This design comes from an exercise in tuning for small area on the open sky130 flow, not from production work. The RTL was checked by simulation tests, not by an equivalence proof against the original design.

## nco
module nco (
	input  wire        clk_i,
	input  wire        rst_n,
	input  wire [31:0] acc_i,
	output wire [15:0] cos_o,
	output wire [15:0] sin_o
);
export LEC_CHECK = 0
export CAP_MARGIN = 20
export CORE_MARGIN = 2
export CORE_UTILIZATION = 40
export CTS_BUF_LIST = sky130_fd_sc_hd__clkbuf_16
export CTS_CLUSTER_DIAMETER = 100
export CTS_CLUSTER_SIZE = 30
export SLEW_MARGIN = 20
create_clock -name core_clock -period 5.0 [get_ports {clk_i}]
standard.sh (not shown) runs the stock make flow with config.mk's settings and CLKGATE_MAP_FILE= SYNTH_SCRIPT=/design/flow/synth_recipe.tcl, a recipe that flattens the netlist after the stock synthesis.
==> flow/flow/run.sh <==
#!/bin/bash
# Standard layout, unchanged; keeps its full output in standard.log
bash standard.sh > standard.log 2>&1
The baseline finished clean.
Edit:
==> flow/flow/run.sh (replaced) <==
#!/bin/bash
# The standard ORFS layout (standard.sh) with these changes passed as make variables:
#  - ports are buffered with sky130_fd_sc_hd__buf_1 (every input and output still gets a buffer)
#  - CTS does not insert dummy load cells
#  - timing-driven global placement does not keep the resizer's buffers (GPL_KEEP_OVERFLOW=0)
#  - the post-CTS and post-route timing repairs aim for 0.1 ns of setup slack
# The full output of the run is kept in standard.log; ORFS keeps its per-step logs under orfs/logs.
set -o pipefail
bash standard.sh \
  "BUFFER_PORTS_ARGS=-buffer_cell sky130_fd_sc_hd__buf_1" \
  "CTS_ARGS=-sink_clustering_enable -repair_clock_nets -sink_clustering_size 18 -sink_clustering_max_diameter 80 -buf_list sky130_fd_sc_hd__clkbuf_8 -dont_use_dummy_load" \
  "GPL_KEEP_OVERFLOW=0" \
  "SETUP_SLACK_MARGIN=0.1" \
  finish > standard.log 2>&1
Result: Final area is lower by about 3.5%. Worst setup slack barely changes. Wire length is lower by 9.9%. Sequential cell count does not change.
Edit:
==> flow/flow/run.sh (replaced) <==
#!/bin/bash
# The standard ORFS layout (standard.sh) with two changes passed as make variables:
#  - ports are buffered with sky130_fd_sc_hd__buf_1 (every input and output still gets a buffer)
#  - CTS does not insert dummy load cells
# The full output of the run is kept in standard.log; ORFS keeps its per-step logs under orfs/logs.
set -o pipefail
bash standard.sh \
  "BUFFER_PORTS_ARGS=-buffer_cell sky130_fd_sc_hd__buf_1" \
  "CTS_ARGS=-sink_clustering_enable -repair_clock_nets -sink_clustering_size 30 -sink_clustering_max_diameter 100 -buf_list sky130_fd_sc_hd__clkbuf_16 -dont_use_dummy_load" \
  finish > standard.log 2>&1
Outcome: Worst setup slack improves by 0.10 ns; critical path depth is unchanged; count of clock-buffer cells in the layout fell by 10; sequential share of layout area is about the same; worst hold slack improves by 0.086 ns; area after synthesis does not change; first-iteration DRC count rose by 12%; final area stays flat.
Edit:
--- a/flow/flow/run.sh
+++ b/flow/flow/run.sh
@@ -8,3 +8,3 @@
   "BUFFER_PORTS_ARGS=-buffer_cell sky130_fd_sc_hd__buf_1" \
-  "CTS_ARGS=-sink_clustering_enable -repair_clock_nets -sink_clustering_size 30 -sink_clustering_max_diameter 100 -buf_list sky130_fd_sc_hd__clkbuf_16 -dont_use_dummy_load" \
+  "CTS_ARGS=-sink_clustering_enable -repair_clock_nets -sink_clustering_size 30 -sink_clustering_max_diameter 150 -buf_list sky130_fd_sc_hd__clkbuf_16 -dont_use_dummy_load" \
   finish > standard.log 2>&1
After rerunning: Cell area is lower by 0.66%. Non-clock buffer count went down by 1. Fmax goes down by 1.1%. Via count decreases by 0.39%. Die area is unchanged. Final cell count stays flat.

== job 7416 ==
nco again, from the RTL that the note above started with.
==> flow/config.mk <==
export PLATFORM = sky130hd
export DESIGN_NAME = nco
export DESIGN_NICKNAME = nco
export VERILOG_FILES = /design/flow/design.v
export SDC_FILE = /design/flow/constraint.sdc
export NUM_CORES = 4
export LEC_CHECK = 0
export CAP_MARGIN = 20
export CORE_MARGIN = 2
export CORE_UTILIZATION = 40
export CTS_BUF_LIST = sky130_fd_sc_hd__clkbuf_16
export CTS_CLUSTER_DIAMETER = 100
export CTS_CLUSTER_SIZE = 30
export SLEW_MARGIN = 20
==> flow/constraint.sdc <==
create_clock -name core_clock -period 5.0 [get_ports {clk_i}]
set_input_delay 1.0000 -clock core_clock [delete_from_list [all_inputs] [get_ports {clk_i}]]
set_output_delay 1.0000 -clock core_clock [all_outputs]
set_load 0.01 [all_outputs]
==> flow/flow/run.sh <==
#!/bin/bash
# The standard ORFS layout (standard.sh) with these changes passed as make variables:
#  - ports are buffered with sky130_fd_sc_hd__buf_1 (every input and output still gets a buffer)
#  - CTS does not insert dummy load cells
#  - timing-driven global placement does not keep the resizer's buffers (GPL_KEEP_OVERFLOW=0);
#    timing is repaired later by the standard post-CTS and post-route repair steps
# The full output of the run is kept in standard.log; ORFS keeps its per-step logs under orfs/logs.
set -o pipefail
bash standard.sh \
  "BUFFER_PORTS_ARGS=-buffer_cell sky130_fd_sc_hd__buf_1" \
  "CTS_ARGS=-sink_clustering_enable -repair_clock_nets -sink_clustering_size 30 -sink_clustering_max_diameter 100 -buf_list sky130_fd_sc_hd__clkbuf_16 -dont_use_dummy_load" \
  "GPL_KEEP_OVERFLOW=0" \
  finish > standard.log 2>&1
Job 7416: flow completed, timing, DRC and antenna clean
The inputs of job 3531 differ from those of job 7416 as listed below.
==> flow/run.sh (new file) <==
#!/bin/bash
# synth_recipe.tcl (not shown) runs the flow's synth.tcl, then flattens the netlist and writes it again
# the make line also repeats each setting of config.mk as NAME=value (left out here)
make -C /OpenROAD-flow-scripts/flow DESIGN_CONFIG=/design/flow/config.mk WORK_HOME=/design/flow/orfs CLKGATE_MAP_FILE= SYNTH_SCRIPT=/design/flow/synth_recipe.tcl finish
removed: flow/flow/run.sh
removed: flow/standard.sh
Results
Job 7416: all stages complete, timing, DRC and antenna checks passed. Job 3531 | stages: all done | timing, DRC, antenna: all pass. Job 3531 — top fanout value on the critical path 1 higher, job 7416 as reference. Number of nets at the end of the flow (job 3531 over job 7416): increase, 3.4%. The number of non-clock buffers in the layout in job 7416 is 0.49 times that in job 3531. Compare job 3531 and job 7416 | sum of net half-perimeters after detailed placement lower: job 7416. Job 3531: cell count after placement higher than job 7416.
Here is what was changed in the inputs of job 3794 compared with job 3531.
==> flow/flow/run.sh (new file) <==
#!/bin/bash
# The standard ORFS layout (standard.sh) with two changes passed as make variables:
#  - ports are buffered with sky130_fd_sc_hd__buf_1 (every input and output still gets a buffer)
#  - CTS does not insert dummy load cells
# The full output of the run is kept in standard.log; ORFS keeps its per-step logs under orfs/logs.
set -o pipefail
bash standard.sh \
  "BUFFER_PORTS_ARGS=-buffer_cell sky130_fd_sc_hd__buf_1" \
  "CTS_ARGS=-sink_clustering_enable -repair_clock_nets -sink_clustering_size 18 -sink_clustering_max_diameter 80 -buf_list sky130_fd_sc_hd__clkbuf_8 -dont_use_dummy_load" \
  finish > standard.log 2>&1
==> flow/standard.sh (new file) <==
#!/bin/bash
# synth_recipe.tcl (not shown) runs the flow's synth.tcl, then flattens the netlist and writes it again
# the make line also repeats each setting of config.mk as NAME=value (left out here)
make -C /OpenROAD-flow-scripts/flow DESIGN_CONFIG=/design/flow/config.mk WORK_HOME=/design/flow/orfs CLKGATE_MAP_FILE= SYNTH_SCRIPT=/design/flow/synth_recipe.tcl "${@:-finish}"
removed: flow/run.sh
Findings:
Delta (job 3794 minus job 3531): non-clock buffering overhead in the final layout decreased 2.5 points; fmax increased 1.5%; complex-gate fraction of the synthesized area essentially unchanged; aggregate global-route resource usage decreased 1.6 points. Looking at post-layout worst setup margin, job 3794 sits 0.070 ns higher than job 3531 does.

Setup of quartz:
Another version of the RTL of nco (not shown whole).
For scale: ~3100 cells after synthesis, ~470 flip-flops, ~28000 um2 of cells after synthesis.
## nco
module nco (
	input  wire        clk_i,
	input  wire        rst_n,
	input  wire [31:0] acc_i,
	output wire [15:0] cos_o,
	output wire [15:0] sin_o
);
reg [7:0] L0, L1, L2, L3; reg [7:0] D1a, D2a, D2b, D3a, D3b, D3c; reg c0r, c1r, c2r;
wire [8:0] s1;
wire [9:0] c2;
assign c2[0] = 1'b0;
assign s1[0] = L0[0] ^ acc_i[0] ^ c2[0];
assign c2[1] = (L0[0] & acc_i[0]) | (c2[0] & (L0[0] ^ acc_i[0]));
assign s1[1] = L0[1] ^ acc_i[1] ^ c2[1];
assign c2[2] = (L0[1] & acc_i[1]) | (c2[1] & (L0[1] ^ acc_i[1]));
assign s1[2] = L0[2] ^ acc_i[2] ^ c2[2];
assign c2[3] = (L0[2] & acc_i[2]) | (c2[2] & (L0[2] ^ acc_i[2]));
assign s1[3] = L0[3] ^ acc_i[3] ^ c2[3];
assign c2[4] = (L0[3] & acc_i[3]) | (c2[3] & (L0[3] ^ acc_i[3]));
assign s1[4] = L0[4] ^ acc_i[4] ^ c2[4];
assign c2[5] = (L0[4] & acc_i[4]) | (c2[4] & (L0[4] ^ acc_i[4]));
assign s1[5] = L0[5] ^ acc_i[5] ^ c2[5];
assign c2[6] = (L0[5] & acc_i[5]) | (c2[5] & (L0[5] ^ acc_i[5]));
assign s1[6] = L0[6] ^ acc_i[6] ^ c2[6];
assign c2[7] = (L0[6] & acc_i[6]) | (c2[6] & (L0[6] ^ acc_i[6]));
assign s1[7] = L0[7] ^ acc_i[7] ^ c2[7];
assign c2[8] = (L0[7] & acc_i[7]) | (c2[7] & (L0[7] ^ acc_i[7]));
assign s1[8] = 1'b0 ^ 1'b0 ^ c2[8];
assign c2[9] = (1'b0 & 1'b0) | (c2[8] & (1'b0 ^ 1'b0));
wire [8:0] ch0 = s1;
wire [8:0] s3;
wire [9:0] c4;
assign c4[0] = c0r;
assign s3[0] = L1[0] ^ D1a[0] ^ c4[0];
assign c4[1] = (L1[0] & D1a[0]) | (c4[0] & (L1[0] ^ D1a[0]));
assign s3[1] = L1[1] ^ D1a[1] ^ c4[1];
assign c4[2] = (L1[1] & D1a[1]) | (c4[1] & (L1[1] ^ D1a[1]));
assign s3[2] = L1[2] ^ D1a[2] ^ c4[2];
assign c4[3] = (L1[2] & D1a[2]) | (c4[2] & (L1[2] ^ D1a[2]));
assign s3[3] = L1[3] ^ D1a[3] ^ c4[3];
assign c4[4] = (L1[3] & D1a[3]) | (c4[3] & (L1[3] ^ D1a[3]));
assign s3[4] = L1[4] ^ D1a[4] ^ c4[4];
assign c4[5] = (L1[4] & D1a[4]) | (c4[4] & (L1[4] ^ D1a[4]));
assign s3[5] = L1[5] ^ D1a[5] ^ c4[5];
assign c4[6] = (L1[5] & D1a[5]) | (c4[5] & (L1[5] ^ D1a[5]));
assign s3[6] = L1[6] ^ D1a[6] ^ c4[6];
assign c4[7] = (L1[6] & D1a[6]) | (c4[6] & (L1[6] ^ D1a[6]));
assign s3[7] = L1[7] ^ D1a[7] ^ c4[7];
  ...
Settings: LEC_CHECK=0, CAP_MARGIN=20, CORE_MARGIN=2, CORE_UTILIZATION=40, CTS_BUF_LIST=sky130_fd_sc_hd__clkbuf_8, CTS_CLUSTER_DIAMETER=60, CTS_CLUSTER_SIZE=16, SLEW_MARGIN=20; clock period 5.0 ns.
run.sh (not shown) runs the stock make flow with config.mk's settings and CLKGATE_MAP_FILE= SYNTH_SCRIPT=/design/flow/synth_recipe.tcl, a recipe that flattens the netlist after the stock synthesis.
Stock flow here: none of the scripts above is used.
Every stage of the flow completed for quartz, and the final layout passed the timing, design-rule and antenna checks.
Setup changes, quartz to fjord
- CORE_UTILIZATION: 40 -> 65
- CTS_CLUSTER_SIZE: 16 -> 30
- CTS_BUF_LIST: sky130_fd_sc_hd__clkbuf_8 -> sky130_fd_sc_hd__clkbuf_16
- GPL_TIMING_DRIVEN: unset -> 0
- CTS_CLUSTER_DIAMETER: 60 -> 100
Ran to the end and failed final checks on negative setup slack: fjord.
Diff quartz -> fjord: x dimension of the die down about 20%.
fjord vs. quartz: final number of setup-violating endpoints increased 1, final standard cell area without fillers closely matched the old numbers, non-filler instance count after layout fell by about 9%.

==> static timing again, ports no longer ideal <==
Ports are ideal in the flow. The routed layouts listed here were re-timed in OpenROAD. Step 1: set_driving_cell puts a clkbuf_16 on clk_i and a buf_2 on each other input, an assumption about the parent block. Step 2, shift: input delay + t, output delay - t, t = (earliest + latest rising clock arrival at the registers) / 2. This alone moves slack from input paths to output paths. Three values: no drivers, after step 1, after step 2; two values: the first two.
| run | shift t [ns] | slack for setup (ns) | hold WS [ns] | worst data-port slew with drivers (ns) |
|---|---|---|---|---|
| the first run of note 1 | 0.648 | 0.236 / 0.236 / 0.236 | 0.318 / 0.318 / 0.318 | 0.04 |
| the second run of note 1 | 0.660 | 0.238 / 0.238 / 0.238 | 0.189 / 0.151 / 0.310 | 0.04 |
| the third run of note 1 | 0.619 | 0.343 / 0.343 / 0.343 | 0.275 / 0.275 / 0.275 | 0.03 |
| the fourth run of note 1 | 0.606 | 0.291 / 0.291 / 0.291 | 0.310 / 0.310 / 0.310 | 0.03 |
| job 7416 | 0.611 | 0.215 / 0.215 / 0.215 | 0.228 / 0.187 / 0.261 | 0.04 |
| job 3531 | 0.648 | 0.236 / 0.236 / 0.236 | 0.318 / 0.318 / 0.318 | 0.04 |
| job 3794 | 0.637 | 0.306 / 0.306 / 0.306 | 0.315 / 0.315 / 0.315 | 0.03 |
| quartz | 0.682 | 0.308 / 0.308 / 0.308 | 0.312 / 0.312 / 0.312 | 0.05 |
| fjord | 0.623 | 0.000 / 0.000 / 0.000 | 0.320 / 0.320 / 0.320 | 0.05 |
